Context: an optimization exercise on an open-source flow, tuned for small area, a short achievable clock period and few clock cycles per item. The choices shown serve that exercise and are no tape-out recipe.
Function was checked by simulation only, so behaviour that the tests miss may differ from the original.

Design fpga_gf2m, start of the top module:
module fpga_gf2m
#(
	parameter DIGITAL = 20,
	parameter DATA_WIDTH = 163
)(
	input clk,     
	input rst,   
	input wire start,
	input wire [DATA_WIDTH - 1 : 0] a,
	input wire [DATA_WIDTH - 1 : 0] g,
	input wire [191:0] b,
	output reg [DATA_WIDTH - 1 : 0] t_i_j,
	output reg done
);
localparam W = DATA_WIDTH;
localparam D = DIGITAL;
localparam K = (W - 1) / D + 1;              
localparam F = W - (K - 1) * D;              
localparam BW = K * D;                       
reg busy;
reg first;
reg [5:0] counter;
reg [W-1:0] reg_a;
reg [W-1:0] reg_g;
reg [BW-1:0] reg_b;
reg [D-1:0] pre_h;       
reg [D:0] mu;
wire accept = start & ~busy;
wire [D-1:0] cur_digit = reg_b[BW-1 -: D];
wire [D-1:0] nxt_digit = reg_b[BW-1-D -: D];
wire [D-1:0] first_digit = {{(D-F){1'b0}}, b[W-1 -: F]};
wire [W-1:0] next_t;
wire [D-1:0] nxt_pre_h;
wire [D-1:0] first_pre_h;
wire [D:0] mu_full;
wire [D:0] mu_first;
barrett_step #(.W(W), .D(D)) step (
	.t(t_i_j),
	.a(reg_a),
	.g(reg_g),
	.bd(cur_digit),
	.pre_h(pre_h),
	.mu(mu),
	.v(next_t)
);
digit_high #(.W(W), .D(D)) hi_next (
	.a(reg_a),
	.bd(nxt_digit),
	.h(nxt_pre_h)
);
digit_high #(.W(W), .D(D)) hi_first (
  ...
For scale: ~12000 cells after synthesis, about 720 flip-flops.
export LEC_CHECK = 0
export CAP_MARGIN = 20
export CORE_MARGIN = 2
export CORE_UTILIZATION = 40
export CTS_BUF_LIST = sky130_fd_sc_hd__clkbuf_8
export SLEW_MARGIN = 20
export SETUP_SLACK_MARGIN = 10.3
export BUFFER_PORTS_ARGS = -buffer_cell sky130_fd_sc_hd__buf_1
create_clock -name core_clock -period 14.5 [get_ports {clk}]
standard.sh (not shown) runs the stock make flow with config.mk's settings and CLKGATE_MAP_FILE= SYNTH_SCRIPT=/design/flow/synth_recipe.tcl, a recipe that flattens the netlist after the stock synthesis.
==> flow/flow/run.sh <==
#!/bin/bash
# Standard ORFS layout (the standard.sh), with repair_timing asked to
# aim for extra setup slack and smaller port buffers.
cat >> config.mk <<'EOC'
export SETUP_SLACK_MARGIN = 10.3
export BUFFER_PORTS_ARGS = -buffer_cell sky130_fd_sc_hd__buf_1
EOC
bash standard.sh > standard.log 2>&1
The baseline finished clean.
Testbench counts at the start, summed over its fixed seeds: cycles 7,680, items 768.
Rerun with:
--- a/flow/flow/run.sh
+++ b/flow/flow/run.sh
@@ -5,3 +5,3 @@
 export SETUP_SLACK_MARGIN = 10.3
-export BUFFER_PORTS_ARGS = -buffer_cell sky130_fd_sc_hd__buf_1
+export BUFFER_PORTS_ARGS = -buffer_cell sky130_fd_sc_hd__buf_2
 EOC
Settings changed: BUFFER_PORTS_ARGS -buffer_cell sky130_fd_sc_hd__buf_1 to -buffer_cell sky130_fd_sc_hd__buf_2, CORE_UTILIZATION 40 to 35, CTS_BUF_LIST sky130_fd_sc_hd__clkbuf_8 to default.
Effect:
- cell area barely changes
- core utilization shrinks by 6.0 points
- non-clock buffer count shrinks by 105
- clock-buffer cell count shrinks by 49
- routed wire length stays flat
Rerun with:
Settings changed: CORE_UTILIZATION 35 to 40.
Non-clock buffer count came out higher by 48.
First-iteration DRC count rose by 2.3%.
Count of clock-buffer cells in the layout goes up by 7.
Rerun with:
--- a/flow/flow/run.sh
+++ b/flow/flow/run.sh
@@ -4,3 +4,3 @@
 cat >> config.mk <<'EOC'
-export SETUP_SLACK_MARGIN = 10.3
+export SETUP_SLACK_MARGIN = 10.5
 export BUFFER_PORTS_ARGS = -buffer_cell sky130_fd_sc_hd__buf_2
Settings changed: SETUP_SLACK_MARGIN 10.3 to 10.5.
Wire length goes up by roughly a tenth.
Worst setup slack got worse by 0.046 ns.
Sequential cell count stays the same.
Cell area goes up by a little under a tenth.
Via count goes up by a few percent.
Clock skew goes down by 0.0032 ns.
Global-route usage goes up by 1.7 points.
First-iteration DRC count goes up by roughly a tenth.
Core utilization goes up by 3.5 points.

==> afterwards: timing with drivers on the ports <==
The flow's constraints put no driver on any port. The routed layouts listed below were extracted and timed again, unchanged, in two steps. Step 1 sets driving cells, clkbuf_16 on the clock port and buf_2 on the other inputs (assumed; they add their load-dependent delay and slew). Step 2 adds t to the input delays and takes it off the output delays; t is the mean of the earliest and latest rising clock arrival at the registers after step 1. Input paths then give back, and output paths get back, about the clock's delay inside the block. a / b / c = ideal ports / drivers / drivers and shift; a / b = the first two.
| run | t (ns) | slack for setup (ns) | worst hold slack (ns) | worst setup path after step 2 | slew at the worst register clock pin (ns) |
|---|---|---|---|---|---|
| the first run | 1.071 | 10.039 / 9.950 / 9.403 | 0.439 / 0.439 / 0.439 | input to register | 0.08 / 0.08 |
| the second run | 0.857 | 10.206 / 10.108 / 9.904 | 0.451 / 0.451 / 0.451 | input to register | 0.07 / 0.07 |
| the third run | 0.869 | 10.255 / 10.165 / 9.714 | 0.452 / 0.452 / 0.452 | input to register | 0.07 / 0.07 |
| the fourth run | 0.866 | 10.209 / 10.150 / 9.738 | 0.451 / 0.451 / 0.451 | input to register | 0.07 / 0.07 |
After both steps every run listed still meets setup and hold. For the first run, which loses most, drivers alone change the setup slack by -0.089 ns; drivers and shift together by -0.636 ns.
